This is an optimization exercise on Yosys and OpenROAD, whose aim is small area, not a production implementation.
The flow treats the clock pin as an ideal source, which a real chip does not have.
Power is estimated from default activity; no workload was simulated.

==> flow/design.v (excerpt) <==
module BridgeTop(Hclk, Hresetn, Hwrite, Hreadyin, Hreadyout, Hwdata, Haddr, Htrans,
                Prdata, Penable, Pwrite, Pselx, Paddr, Pwdata, Hresp, Hrdata);
Size in the first run: roughly 360 cells after synthesis, about 140 flip-flops, roughly 210 I/O pins, roughly 4500 um^2 of cells after synthesis.
clock: 3.0 ns
lec_check: 0
cap_margin: 20
core_margin: 2
core_utilization: 55
gpl_timing_driven: 0
slew_margin: 20
buffer_ports_args: -buffer_cell sky130_fd_sc_hd__buf_1
post_floorplan_tcl: /design/flow/flow/downsize.tcl
cts_args: -sink_clustering_enable -repair_clock_nets -dont_use_dummy_load -buf_list sky130_fd_sc_hd__clkbuf_4 -root_buf sky130_fd_sc_hd__clkbuf_8
pre_cts_tcl: /design/flow/flow/mycts.tcl
mycts_buf: sky130_fd_sc_hd__clkbuf_16
mycts_k: 4
standard.sh (not shown) runs the stock make flow with config.mk's settings and CLKGATE_MAP_FILE= SYNTH_SCRIPT=/design/flow/synth_recipe.tcl, a recipe that flattens the netlist after the stock synthesis.
==> flow/flow/run.sh <==
#!/bin/bash
# Own flow: the standard ORFS layout (standard.sh) with extra settings
# appended to config.mk from flow/extra.mk:
#  - port buffers from sky130_fd_sc_hd__buf_1 (every port still gets one),
#  - combinational cells from synthesis set to their smallest drive before
#    placement (repair_design and repair_timing upsize where needed),
#  - clock tree options.
# Each tool's full output is in standard_flow.log and the ORFS logs under orfs/logs.
set -euo pipefail
FLOWDIR=$(cd "$(dirname "${BASH_SOURCE[0]}")" && pwd)
sed "s#@FLOWDIR@#$FLOWDIR#g" "$FLOWDIR/extra.mk" >> config.mk
bash standard.sh > standard_flow.log 2>&1
==> flow/flow/extra.mk <==
export BUFFER_PORTS_ARGS = -buffer_cell sky130_fd_sc_hd__buf_1
export POST_FLOORPLAN_TCL = @FLOWDIR@/downsize.tcl
export CTS_ARGS = -sink_clustering_enable -repair_clock_nets -dont_use_dummy_load -buf_list sky130_fd_sc_hd__clkbuf_4 -root_buf sky130_fd_sc_hd__clkbuf_8
export PRE_CTS_TCL = @FLOWDIR@/mycts.tcl
export MYCTS_BUF = sky130_fd_sc_hd__clkbuf_16
export MYCTS_K = 4
==> flow/flow/mycts.tcl <==
# Manual clock tree: the clock port drives MYCTS_K buffers (MYCTS_BUF); the
# flip-flops are split into MYCTS_K balanced groups by position (recursive
# bisection) and each group is driven by one buffer placed at its centroid.
# TritonCTS is then told to skip these nets.
set block [ord::get_db_block]
set db [ord::get_db]
set clk_net [$block findNet Hclk]
set bufm [$db findMaster $::env(MYCTS_BUF)]
set K $::env(MYCTS_K)

set sinks {}
foreach it [$clk_net getITerms] {
  set inst [$it getInst]
  set loc [$inst getLocation]
  set w [[$inst getMaster] getWidth]
  set h [[$inst getMaster] getHeight]
  lappend sinks [list $it [expr {[lindex $loc 0] + $w/2}] [expr {[lindex $loc 1] + $h/2}]]
}
puts "mycts: [llength $sinks] sinks"

proc bisect {items k} {
  if {$k <= 1} { return [list $items] }
  set xs [lmap s $items {lindex $s 1}]
  set ys [lmap s $items {lindex $s 2}]
  set dx [expr {[tcl::mathfunc::max {*}$xs] - [tcl::mathfunc::min {*}$xs]}]
  set dy [expr {[tcl::mathfunc::max {*}$ys] - [tcl::mathfunc::min {*}$ys]}]
  set idx [expr {$dx >= $dy ? 1 : 2}]
  set sorted [lsort -integer -index $idx $items]
  set k1 [expr {$k / 2}]
  set n1 [expr {[llength $sorted] * $k1 / $k}]
  set a [lrange $sorted 0 [expr {$n1 - 1}]]
  set b [lrange $sorted $n1 end]
  return [concat [bisect $a $k1] [bisect $b [expr {$k - $k1}]]]
}

set groups [bisect $sinks $K]
set bw [$bufm getWidth]
set bh [$bufm getHeight]
set i 0
set nets {Hclk}
foreach g $groups {
  set sx 0; set sy 0
  foreach s $g { set sx [expr {$sx + [lindex $s 1]}]; set sy [expr {$sy + [lindex $s 2]}] }
  set cx [expr {int($sx / [llength $g] - $bw / 2)}]
  set cy [expr {int($sy / [llength $g] - $bh / 2)}]
  set b [odb::dbInst_create $block $bufm "mycts_buf_$i"]
  set n [odb::dbNet_create $block "mycts_net_$i"]
  $n setSigType CLOCK
  [$b findITerm A] connect $clk_net
  [$b findITerm X] connect $n
  foreach s $g {
    set it [lindex $s 0]
    $it disconnect
    $it connect $n
  }
  $b setLocation $cx $cy
  $b setPlacementStatus PLACED
  lappend nets "mycts_net_$i"
  puts "mycts: buffer $i drives [llength $g] sinks at ($cx, $cy)"
  incr i
}
$clk_net setSigType CLOCK
global_connect
detailed_placement
set_cts_config -skip_nets $nets
Other scripts of this flow, unchanged in this note and not shown: flow/flow/downsize.tcl
The baseline produced a clean layout.
Edit:
CORE_UTILIZATION = 40   (was 55)
The changed run went through all stages and came out clean. Hold slack is about the same. Setup slack degrades by 0.018 ns. Via count is higher by 1.6%. Area after synthesis stays the same. Total power is about the same. Die area is higher by 36%. Sequential power hardly moves.
Edit:
--- a/flow/flow/extra.mk
+++ b/flow/flow/extra.mk
@@ -4,3 +3,0 @@
-export PRE_CTS_TCL = @FLOWDIR@/mycts.tcl
-export MYCTS_BUF = sky130_fd_sc_hd__clkbuf_16
-export MYCTS_K = 4
MYCTS_BUF = not set   (was sky130_fd_sc_hd__clkbuf_16)
MYCTS_K = not set   (was 4)
PRE_CTS_TCL = not set   (was /design/flow/flow/mycts.tcl)
removed: flow/flow/mycts.tcl
Outcome: Final area went up slightly; cell count rose by a few percent; worst setup slack is better by 0.18 ns; worst hold slack got worse by 0.066 ns; sequential power hardly moves; power came out higher by a few percent; routed wire length came out higher slightly.
No run of this note included a check of the RTL's function; only the layout flow was run.

[afterwards: timing with drivers on the ports]
The flow's constraints put no driver on any port. The routed layouts listed below were extracted and timed again, unchanged, in two steps. Step 1 sets driving cells, clkbuf_16 on the clock port and buf_2 on the other inputs (assumed; they add their load-dependent delay and slew). Step 2, shift: input delay + t, output delay - t, t = (earliest + latest rising clock arrival at the registers) / 2. This alone moves slack from input paths to output paths. a / b / c = ideal / step 1 / step 2; a / b = the first two.
| run | t (ns) | setup slack, ns | worst hold slack (ns) | worst setup path after step 2 | latest minus earliest clock arrival (ns) |
|---|---|---|---|---|---|
| the first run | 0.251 | 0.479 / 0.535 / 0.285 | 0.483 / 0.483 / 0.483 | input to register | 0.013 / 0.013 |
| the second run | 0.254 | 0.461 / 0.521 / 0.267 | 0.480 / 0.480 / 0.480 | input to register | 0.010 / 0.010 |
| the third run | 0.411 | 0.644 / 0.658 / 0.247 | 0.414 / 0.404 / 0.435 | input to register | 0.035 / 0.036 |
After both steps setup and hold are still met in every run listed. The setup slack of the third run, which loses most, moves by +0.014 ns with the drivers and by -0.397 ns with both steps.
